What follows belongs to an exercise in optimizing a design on an open flow for small area and a short achievable clock period; a production flow would make more cautious choices. Only simulation tests tie the RTL to the original design; equivalence was not proved. Power and IR drop assume default switching activity.

==> try-fjord <==
## mips_core
module mips_core(clk, reset, iaddr, instr, dm_addr, dm_wdata, dm_we, dm_rdata);
==> module rf_wsel, before the edit <==
module rf_wsel(input e, input en, input d, input q, output y);
  assign y = (e & d) | (en & q);
endmodule
==> module mips_core, before the edit <==
module mips_core(clk, reset, iaddr, instr, dm_addr, dm_wdata, dm_we, dm_rdata);
  input clk, reset;
  output [29:0] iaddr;
  input [31:0] instr;
  output [31:0] dm_addr;
  output [31:0] dm_wdata;
  output dm_we;
  input [31:0] dm_rdata;
  wire [5:0] op = instr[31:26];
  wire [4:0] rs = instr[25:21];
  wire [4:0] rt = instr[20:16];
  wire [4:0] rd = instr[15:11];
  wire [15:0] imm = instr[15:0];
  wire is_r    = op == 6'b000000;
  wire is_addu = is_r & (instr[5:0] == 6'b100001);
  wire is_ori  = op == 6'b001101;
  wire is_lui  = op == 6'b001111;
  wire is_lw   = op == 6'b100011;
  wire is_sw   = op == 6'b101011;
  wire is_beq  = op == 6'b000100;
  wire is_j    = op == 6'b000010;
  wire regwr = is_r | is_ori | is_lui | is_lw;
  wire [4:0] rw = is_r ? rd : rt;
  reg [1023:32] rf;
  reg [31:1] valid;
  reg [31:1] sa, sb, we;
  wire [1023:32] rf_next;
  wire [31:0] busa_n, busa_n2, busb_n, busb_n2, wd;
  wire [31:0] busa = ~busa_n;
  wire [31:0] busb = ~busb_n;
  integer r;
  always @(*) begin
    for (r = 1; r < 32; r = r + 1) begin
      sa[r] = valid[r] & (rs == r);
      sb[r] = valid[r] & (rt == r);
      we[r] = regwr & (rw == r);
    end
  end
  genvar b, k;
  generate for (b = 0; b < 32; b = b + 1) begin : rb
    wire [31:1] col;
    for (k = 1; k < 32; k = k + 1) begin : c
      assign col[k] = rf[k*32 + b];
      rf_wsel w(we[k], ~we[k], wd[b], rf[k*32 + b], rf_next[k*32 + b]);
    end
    rf_rbit ua(sa, col, busa_n[b], busa_n2[b]);
    rf_rbit ub(sb, col, busb_n[b], busb_n2[b]);
  end endgenerate
  always @(posedge clk) rf <= rf_next;
  always @(posedge clk, posedge reset) begin
    if (reset) valid <= 31'b0;
    else valid <= valid | we;
  end
  wire sub = ~is_addu;
  wire [31:0] alu = busa + (sub ? ~busb : busb) + {31'b0, sub};
  wire eq = busa == busb;
  wire [31:0] sext = {{16{imm[15]}}, imm};
  assign wd = is_lw ? dm_rdata :
              is_lui ? {imm, 16'h0} :
              is_ori ? (busa | {16'h0, imm}) : alu;
  addr_add32n addr_add(busa_n2, ~sext, dm_addr);
  assign dm_wdata = ~busb_n2;
  assign dm_we = is_sw;
  reg [29:0] pc;
  wire [29:0] pc1 = pc + 30'd1;
  wire [29:0] pcb = pc1 + sext[29:0];
  wire [29:0] npc = is_j ? {pc[29:26], instr[25:0]} : (is_beq & eq) ? pcb : pc1;
  always @(posedge clk, posedge reset) begin
    if (reset) pc <= 30'h0000_0c00;
    else pc <= npc;
  end
  assign iaddr = pc;
endmodule
==> module rf_rbit, before the edit <==
module rf_rbit(input [31:1] s, input [31:1] d, output yn, output yn2);
  wire [10:0] t;
  genvar i;
  generate for (i = 0; i < 10; i = i + 1) begin : g
    rf_aoi222 u(s[3*i+1], d[3*i+1], s[3*i+2], d[3*i+2], s[3*i+3], d[3*i+3], t[i]);
  end endgenerate
  rf_nand2 u31(s[31], d[31], t[10]);
  wire [2:0] o;
  c_nand4 n0(t[0], t[1], t[2], t[3], o[0]);
  c_nand4 n1(t[4], t[5], t[6], t[7], o[1]);
  c_nand3 n2(t[8], t[9], t[10], o[2]);
  c_nor3 n3(o[0], o[1], o[2], yn);
  c_nor3 n4(o[0], o[1], o[2], yn2);
endmodule
clock: 13.0 ns
lec_check: 0
cap_margin: 20
core_margin: 2
core_utilization: 50
cts_cluster_diameter: 80
cts_cluster_size: 24
place_density: 0.64
setup_slack_margin: 4.7
slew_margin: 20
synth_hierarchical: 1
standard.sh (not shown) runs the stock make flow with config.mk's settings and CLKGATE_MAP_FILE= SYNTH_SCRIPT=/design/flow/synth_recipe.tcl, a recipe that flattens the netlist after the stock synthesis.
==> flow/flow/run.sh <==
#!/bin/bash
# The standard layout, with the port buffers that buffer_ports inserts made
# plain buf_2 cells (the default pick is a delay cell, clkdlybuf4s50_1,
# that the later timing repair leaves in place on the output paths).
set -euo pipefail
bash standard.sh BUFFER_PORTS_ARGS="-buffer_cell sky130_fd_sc_hd__buf_2" finish > standard.log 2>&1
==> inputs of try-onyx, as changes to try-fjord <==
--- a/flow/design.v
+++ b/flow/design.v
@@ -1,4 +1,6 @@
-module rf_wsel(input e, input en, input d, input q, output y);
-  assign y = (e & d) | (en & q);
+module rf_wsel(input en, input dn, input q, output y);
+  wire x;
+  c_nand2 u0(en, q, x);
+  c_oai21 u1(en, dn, x, y);
 endmodule
 module rf_aoi222(input a0, input b0, input a1, input b1, input a2, input b2, output y);
@@ -771,5 +773,5 @@
     for (k = 1; k < 32; k = k + 1) begin : c
       assign col[k] = rf[k*32 + b];
-      rf_wsel w(we[k], ~we[k], wd[b], rf[k*32 + b], rf_next[k*32 + b]);
+      rf_wsel w(~we[k], ~wd[b], rf[k*32 + b], rf_next[k*32 + b]);
     end
     rf_rbit ua(sa, col, busa_n[b], busa_n2[b]);
Settings changed: SETUP_SLACK_MARGIN 4.7 to 4.6.
==> inputs of try-umber, as changes to try-fjord <==
--- a/flow/design.v
+++ b/flow/design.v
@@ -8,5 +8,5 @@
   assign y = ~(a & b);
 endmodule
-module rf_rbit(input [31:1] s, input [31:1] d, output yn, output yn2);
+module rf_rbit(input [31:1] s, input [31:1] d, output yn);
   wire [10:0] t;
   genvar i;
@@ -20,5 +20,4 @@
   c_nand3 n2(t[8], t[9], t[10], o[2]);
   c_nor3 n3(o[0], o[1], o[2], yn);
-  c_nor3 n4(o[0], o[1], o[2], yn2);
 endmodule
 module c_nand2(input a, input b, output y); assign y = ~(a & b); endmodule
@@ -755,5 +754,5 @@
   reg [31:1] sa, sb, we;
   wire [1023:32] rf_next;
-  wire [31:0] busa_n, busa_n2, busb_n, busb_n2, wd;
+  wire [31:0] busa_n, busb_n, wd;
   wire [31:0] busa = ~busa_n;
   wire [31:0] busb = ~busb_n;
@@ -773,6 +772,6 @@
       rf_wsel w(we[k], ~we[k], wd[b], rf[k*32 + b], rf_next[k*32 + b]);
     end
-    rf_rbit ua(sa, col, busa_n[b], busa_n2[b]);
-    rf_rbit ub(sb, col, busb_n[b], busb_n2[b]);
+    rf_rbit ua(sa, col, busa_n[b]);
+    rf_rbit ub(sb, col, busb_n[b]);
   end endgenerate
   always @(posedge clk) rf <= rf_next;
@@ -788,6 +787,6 @@
               is_lui ? {imm, 16'h0} :
               is_ori ? (busa | {16'h0, imm}) : alu;
-  addr_add32n addr_add(busa_n2, ~sext, dm_addr);
-  assign dm_wdata = ~busb_n2;
+  addr_add32n addr_add(busa_n, ~sext, dm_addr);
+  assign dm_wdata = busb;
   assign dm_we = is_sw;
   reg [29:0] pc;
==> flow/run.sh (new file) <==
#!/bin/bash
# synth_recipe.tcl (not shown) runs the flow's synth.tcl, then flattens the netlist and writes it again
# the make line also repeats each setting of config.mk as NAME=value (left out here)
make -C /OpenROAD-flow-scripts/flow DESIGN_CONFIG=/design/flow/config.mk WORK_HOME=/design/flow/orfs CLKGATE_MAP_FILE= SYNTH_SCRIPT=/design/flow/synth_recipe.tcl finish
Settings changed: CORE_UTILIZATION 50 to 55, CTS_CLUSTER_DIAMETER 80 to not set, CTS_CLUSTER_SIZE 24 to not set, PLACE_DENSITY 0.64 to 0.68, SETUP_SLACK_MARGIN 4.7 to not set.
removed: flow/flow/run.sh
removed: flow/standard.sh
==> qor summary <==
| metric | try-fjord | try-umber | try-onyx |
|---|---|---|---|
| Clock buffers | 63 | 168 | 61 |
| Length of routed met2 wiring | 96420 µm | 89200 µm | 91830 µm |
| # fillers | 8206 | 6970 | 8780 |
| Cell depth of the worst hold path | 1 | 1 | 2 |
| Mapped Area | 0.04853 mm² | 0.04769 mm² | 0.04832 mm² |
| Total power consumption of the routed design | 6215 µW | 7516 µW | 6173 µW |
| Antenna violations before repair | 5 | 0 | 1 |
| Placed cells | 6172 | 5964 | 7079 |
| Parity-gate share of the synthesized area counting xor and xnor cells | 3.501% | 3.728% | 3.589% |
| Maximum number of pins on one net before global-route repair | 62 | 62 | 66 |
| CTS H-Tree Depth | 2 | 3 | 2 |
| Outcome | timing/DRC/antenna clean | timing/DRC/antenna clean | timing/DRC/antenna clean |
| # resized after CTS | 242 | 0 | 178 |
| Proportion of cell area spent on the clock network | 2.732% | 6.600% | 2.690% |
| Worst hold path endpoint | rf[270] | valid[23] | rf[455] |
| Fraction of area in registers | 36.72% | 38.13% | 37.51% |

==> inputs of v8 <==
mips_core with an RTL version that a note above also has.
// mips_core
module mips_core(clk, reset, iaddr, instr, dm_addr, dm_wdata, dm_we, dm_rdata);
  input clk, reset;
  output [29:0] iaddr;
  input [31:0] instr;
  output [31:0] dm_addr;
  output [31:0] dm_wdata;
  output dm_we;
  input [31:0] dm_rdata;
  wire [5:0] op = instr[31:26];
  wire [4:0] rs = instr[25:21];
  wire [4:0] rt = instr[20:16];
  wire [4:0] rd = instr[15:11];
  wire [15:0] imm = instr[15:0];
  wire is_r    = op == 6'b000000;
  wire is_addu = is_r & (instr[5:0] == 6'b100001);
  wire is_ori  = op == 6'b001101;
  wire is_lui  = op == 6'b001111;
  wire is_lw   = op == 6'b100011;
  wire is_sw   = op == 6'b101011;
  wire is_beq  = op == 6'b000100;
  wire is_j    = op == 6'b000010;
  wire regwr = is_r | is_ori | is_lui | is_lw;
  wire [4:0] rw = is_r ? rd : rt;
  reg [1023:32] rf;
  reg [31:1] valid;
  reg [31:1] sa, sb, we;
  wire [1023:32] rf_next;
  wire [31:0] busa_n, busa_n2, busb_n, busb_n2, wd;
  wire [31:0] busa = ~busa_n;
  wire [31:0] busb = ~busb_n;
  integer r;
  always @(*) begin
    for (r = 1; r < 32; r = r + 1) begin
      sa[r] = valid[r] & (rs == r);
      sb[r] = valid[r] & (rt == r);
      we[r] = regwr & (rw == r);
    end
  end
  genvar b, k;
  generate for (b = 0; b < 32; b = b + 1) begin : rb
    wire [31:1] col;
    for (k = 1; k < 32; k = k + 1) begin : c
      assign col[k] = rf[k*32 + b];
      rf_wsel w(~we[k], ~wd[b], rf[k*32 + b], rf_next[k*32 + b]);
    end
    rf_rbit ua(sa, col, busa_n[b], busa_n2[b]);
    rf_rbit ub(sb, col, busb_n[b], busb_n2[b]);
  end endgenerate
  always @(posedge clk) rf <= rf_next;
  always @(posedge clk, posedge reset) begin
    if (reset) valid <= 31'b0;
    else valid <= valid | we;
  end
  wire sub = ~is_addu;
  wire [31:0] alu = busa + (sub ? ~busb : busb) + {31'b0, sub};
  wire eq = busa == busb;
  wire [31:0] sext = {{16{imm[15]}}, imm};
  assign wd = is_lw ? dm_rdata :
              is_lui ? {imm, 16'h0} :
  ...
==> module rf_wsel, before the edit <==
module rf_wsel(input en, input dn, input q, output y);
  wire x;
  c_nand2 u0(en, q, x);
  c_oai21 u1(en, dn, x, y);
endmodule
==> module mips_core, before the edit <==
module mips_core(clk, reset, iaddr, instr, dm_addr, dm_wdata, dm_we, dm_rdata);
  input clk, reset;
  output [29:0] iaddr;
  input [31:0] instr;
  output [31:0] dm_addr;
  output [31:0] dm_wdata;
  output dm_we;
  input [31:0] dm_rdata;
  wire [5:0] op = instr[31:26];
  wire [4:0] rs = instr[25:21];
  wire [4:0] rt = instr[20:16];
  wire [4:0] rd = instr[15:11];
  wire [15:0] imm = instr[15:0];
  wire is_r    = op == 6'b000000;
  wire is_addu = is_r & (instr[5:0] == 6'b100001);
  wire is_ori  = op == 6'b001101;
  wire is_lui  = op == 6'b001111;
  wire is_lw   = op == 6'b100011;
  wire is_sw   = op == 6'b101011;
  wire is_beq  = op == 6'b000100;
  wire is_j    = op == 6'b000010;
  wire regwr = is_r | is_ori | is_lui | is_lw;
  wire [4:0] rw = is_r ? rd : rt;
  reg [1023:32] rf;
  reg [31:1] valid;
  reg [31:1] sa, sb, we;
  wire [1023:32] rf_next;
  wire [31:0] busa_n, busa_n2, busb_n, busb_n2, wd;
  wire [31:0] busa = ~busa_n;
  wire [31:0] busb = ~busb_n;
  integer r;
  always @(*) begin
    for (r = 1; r < 32; r = r + 1) begin
      sa[r] = valid[r] & (rs == r);
      sb[r] = valid[r] & (rt == r);
      we[r] = regwr & (rw == r);
    end
  end
  genvar b, k;
  generate for (b = 0; b < 32; b = b + 1) begin : rb
    wire [31:1] col;
    for (k = 1; k < 32; k = k + 1) begin : c
      assign col[k] = rf[k*32 + b];
      rf_wsel w(~we[k], ~wd[b], rf[k*32 + b], rf_next[k*32 + b]);
    end
    rf_rbit ua(sa, col, busa_n[b], busa_n2[b]);
    rf_rbit ub(sb, col, busb_n[b], busb_n2[b]);
  end endgenerate
  always @(posedge clk) rf <= rf_next;
  always @(posedge clk, posedge reset) begin
    if (reset) valid <= 31'b0;
    else valid <= valid | we;
  end
  wire sub = ~is_addu;
  wire [31:0] alu = busa + (sub ? ~busb : busb) + {31'b0, sub};
  wire eq = busa == busb;
  wire [31:0] sext = {{16{imm[15]}}, imm};
  assign wd = is_lw ? dm_rdata :
              is_lui ? {imm, 16'h0} :
              is_ori ? (busa | {16'h0, imm}) : alu;
  addr_add32n addr_add(busa_n2, ~sext, dm_addr);
  assign dm_wdata = ~busb_n2;
  assign dm_we = is_sw;
  reg [29:0] pc;
  wire [29:0] pc1 = pc + 30'd1;
  wire [29:0] pcb = pc1 + sext[29:0];
  wire [29:0] npc = is_j ? {pc[29:26], instr[25:0]} : (is_beq & eq) ? pcb : pc1;
  always @(posedge clk, posedge reset) begin
    if (reset) pc <= 30'h0000_0c00;
    else pc <= npc;
  end
  assign iaddr = pc;
endmodule
Settings: LEC_CHECK=0, CAP_MARGIN=20, CORE_MARGIN=2, CORE_UTILIZATION=50, CTS_CLUSTER_DIAMETER=80, CTS_CLUSTER_SIZE=24, PLACE_DENSITY=0.64, SETUP_SLACK_MARGIN=4.5, SLEW_MARGIN=20, SYNTH_HIERARCHICAL=1; clock period 13.0 ns.
==> flow/flow/run.sh <==
#!/bin/bash
# The standard layout, with the port buffers that buffer_ports inserts made
# plain buf_2 cells (the default pick is a delay cell, clkdlybuf4s50_1,
# that the later timing repair leaves in place on the output paths).
set -euo pipefail
bash standard.sh BUFFER_PORTS_ARGS="-buffer_cell sky130_fd_sc_hd__buf_2" finish > standard.log 2>&1
==> inputs of v22, as changes to v8 <==
--- a/flow/design.v
+++ b/flow/design.v
@@ -1,5 +1,3 @@
-module rf_wsel(input en, input dn, input q, output y);
-  wire x;
-  c_nand2 u0(en, q, x);
-  c_oai21 u1(en, dn, x, y);
+module rf_wsel(input e, input en, input d, input q, output y);
+  assign y = (e & d) | (en & q);
 endmodule
@@ -11,3 +9,3 @@
 endmodule
-module rf_rbit(input [31:1] s, input [31:1] d, output yn, output yn2);
+module rf_rbit(input [31:1] s, input [31:1] d, output yn);
   wire [10:0] t;
@@ -23,3 +21,2 @@
   c_nor3 n3(o[0], o[1], o[2], yn);
-  c_nor3 n4(o[0], o[1], o[2], yn2);
 endmodule
@@ -758,3 +755,3 @@
   wire [1023:32] rf_next;
-  wire [31:0] busa_n, busa_n2, busb_n, busb_n2, wd;
+  wire [31:0] busa_n, busb_n, wd;
   wire [31:0] busa = ~busa_n;
@@ -774,6 +771,6 @@
       assign col[k] = rf[k*32 + b];
-      rf_wsel w(~we[k], ~wd[b], rf[k*32 + b], rf_next[k*32 + b]);
+      rf_wsel w(we[k], ~we[k], wd[b], rf[k*32 + b], rf_next[k*32 + b]);
     end
-    rf_rbit ua(sa, col, busa_n[b], busa_n2[b]);
-    rf_rbit ub(sb, col, busb_n[b], busb_n2[b]);
+    rf_rbit ua(sa, col, busa_n[b]);
+    rf_rbit ub(sb, col, busb_n[b]);
   end endgenerate
@@ -791,4 +788,4 @@
               is_ori ? (busa | {16'h0, imm}) : alu;
-  addr_add32n addr_add(busa_n2, ~sext, dm_addr);
-  assign dm_wdata = ~busb_n2;
+  addr_add32n addr_add(busa_n, ~sext, dm_addr);
+  assign dm_wdata = busb;
   assign dm_we = is_sw;
==> flow/run.sh (new file) <==
#!/bin/bash
# synth_recipe.tcl (not shown) runs the flow's synth.tcl, then flattens the netlist and writes it again
# the make line also repeats each setting of config.mk as NAME=value (left out here)
make -C /OpenROAD-flow-scripts/flow DESIGN_CONFIG=/design/flow/config.mk WORK_HOME=/design/flow/orfs CLKGATE_MAP_FILE= SYNTH_SCRIPT=/design/flow/synth_recipe.tcl finish
--- a/flow/config.mk
+++ b/flow/config.mk
@@ -9,7 +9,5 @@
 export CORE_MARGIN = 2
-export CORE_UTILIZATION = 50
-export CTS_CLUSTER_DIAMETER = 80
-export CTS_CLUSTER_SIZE = 24
-export PLACE_DENSITY = 0.64
-export SETUP_SLACK_MARGIN = 4.5
+export CORE_UTILIZATION = 55
+export PLACE_DENSITY = 0.68
+export SETUP_SLACK_MARGIN = 4.0
 export SLEW_MARGIN = 20
removed: flow/flow/run.sh
removed: flow/standard.sh
==> inputs of v4, as changes to v8 <==
--- a/flow/design.v
+++ b/flow/design.v
@@ -1,5 +1,3 @@
-module rf_wsel(input en, input dn, input q, output y);
-  wire x;
-  c_nand2 u0(en, q, x);
-  c_oai21 u1(en, dn, x, y);
+module rf_wsel(input e, input en, input d, input q, output y);
+  assign y = (e & d) | (en & q);
 endmodule
@@ -11,3 +9,3 @@
 endmodule
-module rf_rbit(input [31:1] s, input [31:1] d, output yn, output yn2);
+module rf_rbit(input [31:1] s, input [31:1] d, output yn);
   wire [10:0] t;
@@ -23,3 +21,2 @@
   c_nor3 n3(o[0], o[1], o[2], yn);
-  c_nor3 n4(o[0], o[1], o[2], yn2);
 endmodule
@@ -758,3 +755,3 @@
   wire [1023:32] rf_next;
-  wire [31:0] busa_n, busa_n2, busb_n, busb_n2, wd;
+  wire [31:0] busa_n, busb_n, wd;
   wire [31:0] busa = ~busa_n;
@@ -774,6 +771,6 @@
       assign col[k] = rf[k*32 + b];
-      rf_wsel w(~we[k], ~wd[b], rf[k*32 + b], rf_next[k*32 + b]);
+      rf_wsel w(we[k], ~we[k], wd[b], rf[k*32 + b], rf_next[k*32 + b]);
     end
-    rf_rbit ua(sa, col, busa_n[b], busa_n2[b]);
-    rf_rbit ub(sb, col, busb_n[b], busb_n2[b]);
+    rf_rbit ua(sa, col, busa_n[b]);
+    rf_rbit ub(sb, col, busb_n[b]);
   end endgenerate
@@ -791,4 +788,4 @@
               is_ori ? (busa | {16'h0, imm}) : alu;
-  addr_add32n addr_add(busa_n2, ~sext, dm_addr);
-  assign dm_wdata = ~busb_n2;
+  addr_add32n addr_add(busa_n, ~sext, dm_addr);
+  assign dm_wdata = busb;
   assign dm_we = is_sw;
==> flow/flow/run.sh (replaced) <==
#!/bin/bash
# The standard layout, with the port buffers that buffer_ports inserts made
# plain buf_4 cells (the default pick is a delay cell, clkdlybuf4s50_1,
# that the later timing repair leaves in place on the output paths).
set -euo pipefail
bash standard.sh BUFFER_PORTS_ARGS="-buffer_cell sky130_fd_sc_hd__buf_4" finish > standard.log 2>&1
--- a/flow/config.mk
+++ b/flow/config.mk
@@ -10,6 +10,4 @@
 export CORE_UTILIZATION = 50
-export CTS_CLUSTER_DIAMETER = 80
-export CTS_CLUSTER_SIZE = 24
 export PLACE_DENSITY = 0.64
-export SETUP_SLACK_MARGIN = 4.5
+export SETUP_SLACK_MARGIN = 5.0
 export SLEW_MARGIN = 20
==> summary.txt <==
|  | v8 | v22 | v4 |
|---|---|---|---|
| Result of the run | finished clean | finished clean | finished clean |
| Sequential cell area share | 37.9% | 37.2% | 36.2% |
| Via count of the first global-routing pass | 45600 | 46200 | 46500 |
| Cell variety after synth | 72 | 67 | 67 |
| Number of buffers inserted to repair setup after CTS | 139 | 54 | 112 |
| Power share of the clock group | 31.2% | 43.2% | 42.8% |
| Placer congestion estimate | 1.00 | 0.995 | 0.967 |
| Internal power | 4.41 mW | 5.59 mW | 5.51 mW |
| Share of the final layout cell area in multi-input gates | 49.0% | 46.3% | 46.4% |
| Standard-cell rows | 114 | 107 | 113 |
| Power in the clock group | 1.92 mW | 3.26 mW | 3.22 mW |
| Post-Synth Simple-Gate Area | 19.5% | 10.6% | 10.6% |
| Inverters | 106 | 139 | 139 |
| Part of the cycle the worst path needs | 65.9% | 70.7% | 68.2% |

[static timing again, ports no longer ideal]
In the flow no input, the clock included, has a driving cell. The finished layouts below were timed again as built, in two steps.
Step 1: set_driving_cell puts a clkbuf_16 on clk and a buf_2 on each other input, an assumption about the parent block.
Step 2 adds t to the input delays and takes it off the output delays; t is the mean of the earliest and latest rising clock arrival at the registers after step 1. Input paths then give back, and output paths get back, about the clock's delay inside the block.
Slacks: no drivers / after step 1 / after step 2; pairs: no drivers / after step 1.
| run | t (ns) | setup slack, ns | hold slack, ns | clock arrival spread, ns | worst register clock-pin slew, ns |
|---|---|---|---|---|---|
| try-fjord | 0.772 | 4.495 / 4.440 / 3.976 | 0.506 / 0.506 / 0.506 | 0.064 / 0.065 | 0.11 / 0.11 |
| try-onyx | 0.764 | 4.465 / 4.402 / 3.850 | 0.468 / 0.468 / 0.468 | 0.038 / 0.037 | 0.10 / 0.10 |
| try-umber | 0.760 | 2.086 / 2.062 / 2.062 | 0.475 / 0.475 / 0.475 | 0.043 / 0.043 | 0.07 / 0.07 |
| v8 | 0.768 | 4.432 / 4.364 / 3.850 | 0.467 / 0.467 / 0.467 | 0.038 / 0.039 | 0.10 / 0.10 |
| v22 | 0.773 | 3.810 / 3.785 / 3.207 | 0.478 / 0.478 / 0.478 | 0.039 / 0.038 | 0.07 / 0.07 |
| v4 | 0.796 | 4.134 / 4.086 / 4.086 | 0.480 / 0.480 / 0.480 | 0.028 / 0.028 | 0.07 / 0.07 |
After both steps every run listed still meets setup and hold. For try-onyx, which loses most, drivers alone change the setup slack by -0.063 ns; drivers and shift together by -0.615 ns.
